Source: an optimization exercise on an open RTL-to-GDS flow (aim: small area and a short achievable clock period). Production flows keep margins and buffers that such runs may drop. Where RTL was checked, it was by simulation tests only, not by an equivalence proof against the original.

==> inputs of build 57 <==
## gte_mac123
module gte_mac123 (
   input  wire               clk,
   input  wire               reset,
   input  wire               trigger,
   input  wire signed [31:0] mul1,
   input  wire signed [31:0] mul2,
   input  wire signed [44:0] add,
   input  wire               sub,
   input  wire               swap,
   input  wire               save_shifted,
   input  wire               use_ir,
   input  wire               ir_shift,
   input  wire               ir_shift_flag,
   input  wire               sat_ir,
   input  wire               sat_ir_flag,
   input  wire               use_result,
   output wire signed [31:0] mac_result,
   output reg                mac_writeback,
   output wire signed [15:0] ir_result,
   output reg                ir_writeback,
   output reg  signed [44:0] mac_last,
   output wire signed [31:0] mac_shifted,
   output wire               flag_mac_uf,
   output wire               flag_mac_of,
   output wire               flag_ir
);
==> flow/config.mk <==
export PLATFORM = sky130hd
export DESIGN_NAME = gte_mac123
export DESIGN_NICKNAME = gte_mac123
export VERILOG_FILES = /design/flow/design.v
export SDC_FILE = /design/flow/constraint.sdc
export NUM_CORES = 4
export LEC_CHECK = 0
export ABC_AREA = 1
export CAP_MARGIN = 20
export CORE_MARGIN = 2
export CORE_UTILIZATION = 40
export SLEW_MARGIN = 20
export SYNTH_HIERARCHICAL = 1
==> flow/constraint.sdc <==
create_clock -name core_clock -period 14.0 [get_ports {clk}]
set_input_delay 2.8000 -clock core_clock [delete_from_list [all_inputs] [get_ports {clk}]]
set_output_delay 2.8000 -clock core_clock [all_outputs]
set_load 0.01 [all_outputs]
standard.sh (not shown) runs the stock make flow with config.mk's settings and CLKGATE_MAP_FILE= SYNTH_SCRIPT=/design/flow/synth_recipe.tcl, a recipe that flattens the netlist after the stock synthesis.
==> flow/flow/run.sh <==
#!/bin/bash
# The standard layout (the standard.sh with its unchanged synthesis) with two
# changes to how the layout is made: the port buffers are plain buffers
# (sky130_fd_sc_hd__buf_1) instead of the delay cells buffer_ports picks by
# default, and ORFS's timing repair is asked for a setup margin past what the
# clock period needs. The clock and constraints are the design's.
# make's full output goes to make_finish.log in the work folder.
set -euo pipefail
here="$(cd "$(dirname "${BASH_SOURCE[0]}")/.." && pwd)"
cd "$here"
bash ./standard.sh "BUFFER_PORTS_ARGS=-buffer_cell sky130_fd_sc_hd__buf_1" \
  SETUP_SLACK_MARGIN=6.8 finish > make_finish.log 2>&1
==> trial 86: changes against build 57 <==
--- a/flow/design.v
+++ b/flow/design.v
@@ -29,30 +29,30 @@
    wire [15:0] bone, btwo, bneg;
    genvar gj;
    generate for (gj = 0; gj < 16; gj = gj + 1) begin : benc
       wire y0 = ybits[2*gj], y1 = ybits[2*gj+1], y2 = ybits[2*gj+2];
       assign bone[gj] = y0 ^ y1;
       assign btwo[gj] = (y2 & ~y1 & ~y0) | (~y2 & y1 & y0);
-      assign bneg[gj] = y2 & ~(y1 & y0);    
+      assign bneg[gj] = y2;
    end endgenerate
-   wire [32:0] pp0 = ({33{bone[0]}} & (x ^ {33{bneg[0]}})) | ({33{btwo[0]}} & ({x[31:0], 1'b0} ^ {33{bneg[0]}}));
-   wire [32:0] pp1 = ({33{bone[1]}} & (x ^ {33{bneg[1]}})) | ({33{btwo[1]}} & ({x[31:0], 1'b0} ^ {33{bneg[1]}}));
-   wire [32:0] pp2 = ({33{bone[2]}} & (x ^ {33{bneg[2]}})) | ({33{btwo[2]}} & ({x[31:0], 1'b0} ^ {33{bneg[2]}}));
-   wire [32:0] pp3 = ({33{bone[3]}} & (x ^ {33{bneg[3]}})) | ({33{btwo[3]}} & ({x[31:0], 1'b0} ^ {33{bneg[3]}}));
-   wire [32:0] pp4 = ({33{bone[4]}} & (x ^ {33{bneg[4]}})) | ({33{btwo[4]}} & ({x[31:0], 1'b0} ^ {33{bneg[4]}}));
-   wire [32:0] pp5 = ({33{bone[5]}} & (x ^ {33{bneg[5]}})) | ({33{btwo[5]}} & ({x[31:0], 1'b0} ^ {33{bneg[5]}}));
-   wire [32:0] pp6 = ({33{bone[6]}} & (x ^ {33{bneg[6]}})) | ({33{btwo[6]}} & ({x[31:0], 1'b0} ^ {33{bneg[6]}}));
-   wire [32:0] pp7 = ({33{bone[7]}} & (x ^ {33{bneg[7]}})) | ({33{btwo[7]}} & ({x[31:0], 1'b0} ^ {33{bneg[7]}}));
-   wire [32:0] pp8 = ({33{bone[8]}} & (x ^ {33{bneg[8]}})) | ({33{btwo[8]}} & ({x[31:0], 1'b0} ^ {33{bneg[8]}}));
-   wire [32:0] pp9 = ({33{bone[9]}} & (x ^ {33{bneg[9]}})) | ({33{btwo[9]}} & ({x[31:0], 1'b0} ^ {33{bneg[9]}}));
-   wire [32:0] pp10 = ({33{bone[10]}} & (x ^ {33{bneg[10]}})) | ({33{btwo[10]}} & ({x[31:0], 1'b0} ^ {33{bneg[10]}}));
-   wire [32:0] pp11 = ({33{bone[11]}} & (x ^ {33{bneg[11]}})) | ({33{btwo[11]}} & ({x[31:0], 1'b0} ^ {33{bneg[11]}}));
-   wire [32:0] pp12 = ({33{bone[12]}} & (x ^ {33{bneg[12]}})) | ({33{btwo[12]}} & ({x[31:0], 1'b0} ^ {33{bneg[12]}}));
-   wire [32:0] pp13 = ({33{bone[13]}} & (x ^ {33{bneg[13]}})) | ({33{btwo[13]}} & ({x[31:0], 1'b0} ^ {33{bneg[13]}}));
-   wire [32:0] pp14 = ({33{bone[14]}} & (x ^ {33{bneg[14]}})) | ({33{btwo[14]}} & ({x[31:0], 1'b0} ^ {33{bneg[14]}}));
-   wire [32:0] pp15 = ({33{bone[15]}} & (x ^ {33{bneg[15]}})) | ({33{btwo[15]}} & ({x[31:0], 1'b0} ^ {33{bneg[15]}}));
+   wire [32:0] pp0 = (({33{bone[0]}} & x) | ({33{btwo[0]}} & {x[31:0], 1'b0})) ^ {33{bneg[0]}};
+   wire [32:0] pp1 = (({33{bone[1]}} & x) | ({33{btwo[1]}} & {x[31:0], 1'b0})) ^ {33{bneg[1]}};
+   wire [32:0] pp2 = (({33{bone[2]}} & x) | ({33{btwo[2]}} & {x[31:0], 1'b0})) ^ {33{bneg[2]}};
+   wire [32:0] pp3 = (({33{bone[3]}} & x) | ({33{btwo[3]}} & {x[31:0], 1'b0})) ^ {33{bneg[3]}};
+   wire [32:0] pp4 = (({33{bone[4]}} & x) | ({33{btwo[4]}} & {x[31:0], 1'b0})) ^ {33{bneg[4]}};
+   wire [32:0] pp5 = (({33{bone[5]}} & x) | ({33{btwo[5]}} & {x[31:0], 1'b0})) ^ {33{bneg[5]}};
+   wire [32:0] pp6 = (({33{bone[6]}} & x) | ({33{btwo[6]}} & {x[31:0], 1'b0})) ^ {33{bneg[6]}};
+   wire [32:0] pp7 = (({33{bone[7]}} & x) | ({33{btwo[7]}} & {x[31:0], 1'b0})) ^ {33{bneg[7]}};
+   wire [32:0] pp8 = (({33{bone[8]}} & x) | ({33{btwo[8]}} & {x[31:0], 1'b0})) ^ {33{bneg[8]}};
+   wire [32:0] pp9 = (({33{bone[9]}} & x) | ({33{btwo[9]}} & {x[31:0], 1'b0})) ^ {33{bneg[9]}};
+   wire [32:0] pp10 = (({33{bone[10]}} & x) | ({33{btwo[10]}} & {x[31:0], 1'b0})) ^ {33{bneg[10]}};
+   wire [32:0] pp11 = (({33{bone[11]}} & x) | ({33{btwo[11]}} & {x[31:0], 1'b0})) ^ {33{bneg[11]}};
+   wire [32:0] pp12 = (({33{bone[12]}} & x) | ({33{btwo[12]}} & {x[31:0], 1'b0})) ^ {33{bneg[12]}};
+   wire [32:0] pp13 = (({33{bone[13]}} & x) | ({33{btwo[13]}} & {x[31:0], 1'b0})) ^ {33{bneg[13]}};
+   wire [32:0] pp14 = (({33{bone[14]}} & x) | ({33{btwo[14]}} & {x[31:0], 1'b0})) ^ {33{bneg[14]}};
+   wire [32:0] pp15 = (({33{bone[15]}} & x) | ({33{btwo[15]}} & {x[31:0], 1'b0})) ^ {33{bneg[15]}};
    wire hs0, hc0;
    mac_ha u_ha0 (.a(bneg[12]), .b(pp0[24]), .s(hs0), .co(hc0));
    wire hs1, hc1;
    mac_ha u_ha1 (.a(pp0[25]), .b(pp1[23]), .s(hs1), .co(hc1));
    wire fs2, fc2;
    mac_fa u_fa2 (.a(bneg[13]), .b(pp0[26]), .c(pp1[24]), .s(fs2), .co(fc2));
@@ -865,17 +865,15 @@
    end
    wire [43:0] s3, c3;
    generate for (gj = 0; gj < 44; gj = gj + 1) begin : csa
       mac_fa u_fa (.a(a_r[gj]), .b(ps_r[gj]), .c(pc_r[gj]), .s(s3[gj]), .co(c3[gj]));
    end endgenerate
    wire [43:0] vb = {c3[42:0], cin_r};
-   wire [43:0] vg, vh;
-   generate for (gj = 0; gj < 44; gj = gj + 1) begin : cpa_in
-      mac_ha u_ha (.a(s3[gj]), .b(vb[gj]), .s(vh[gj]), .co(vg[gj]));
-   end endgenerate
+   wire [43:0] vg = s3 & vb;
    wire [43:0] vp = s3 | vb;
+   wire [43:0] vh = s3 ^ vb;
    wire va_g0_1 = vg[1] | (vp[1] & vg[0]);
    wire va_p0_1 = vp[1] & vp[0];
    wire va_g0_3 = vg[3] | (vp[3] & vg[2]);
    wire va_p0_3 = vp[3] & vp[2];
    wire va_g0_5 = vg[5] | (vp[5] & vg[4]);
    wire va_p0_5 = vp[5] & vp[4];
--- a/flow/flow/run.sh
+++ b/flow/flow/run.sh
@@ -6,7 +6,7 @@
 # clock period needs. The clock and constraints are the design's.
 # make's full output goes to make_finish.log in the work folder.
 set -euo pipefail
 here="$(cd "$(dirname "${BASH_SOURCE[0]}")/.." && pwd)"
 cd "$here"
 bash ./standard.sh "BUFFER_PORTS_ARGS=-buffer_cell sky130_fd_sc_hd__buf_1" \
-  SETUP_SLACK_MARGIN=6.8 finish > make_finish.log 2>&1
+  SETUP_SLACK_MARGIN=7.0 finish > make_finish.log 2>&1
==> summary.txt <==
metric                                                                  build 57                 trial 86
Synth Area in Compound Gates                                              0.1520                   0.1398
Netlist cell types                                                            54                       63
Hold path start                                              mac_last[8]$_DFF_P_      mac_last[5]$_DFF_P_
Detailed-route via count                                                   22950                    23010
M3 GR Usage                                                              0.06964                  0.06628
Width of the die                                                        262.1 um                 264.1 um
Critical path endpoint                                          pc_r[33]$_DFF_P_         pc_r[32]$_DFF_P_
Run status                                               complete, no violations  complete, no violations
Area fraction of the dominant cell type after synthesis                   0.2991                   0.2944
Multiplexer area fraction after synthesis                                0.01315                  0.01183
Flop-to-flop setup slack                                                10.40 ns                 10.61 ns
Initial antenna violation count                                                2                        1
Gates resized, CTS repair                                                     10                       23
For build 57, only the layout was checked, not whether the RTL still works.

## port drivers added, routing unchanged
No port has a modelled driver above. Below, the same layouts with a new extraction and two added sets of constraints. Step 1: set_driving_cell puts a clkbuf_16 on clk and a buf_2 on each other input, an assumption about the parent block. Step 2 times the ports against the registers' clock, not the clock port: input delays grow and output delays shrink by t, the midpoint of the rising clock arrivals with the driver on. a / b / c = ideal ports / drivers / drivers and shift; a / b = the first two.
run | t (ns) | slack for setup (ns) | worst register clock-pin slew, ns
build 57 | 0.532 | 6.982 / 6.960 / 6.473 | 0.09 / 0.09
trial 86 | 0.552 | 7.041 / 7.007 / 6.527 | 0.08 / 0.08
After both steps setup and hold are still met in every run listed. The setup slack of trial 86, which loses most, moves by -0.034 ns with the drivers and by -0.514 ns with both steps.
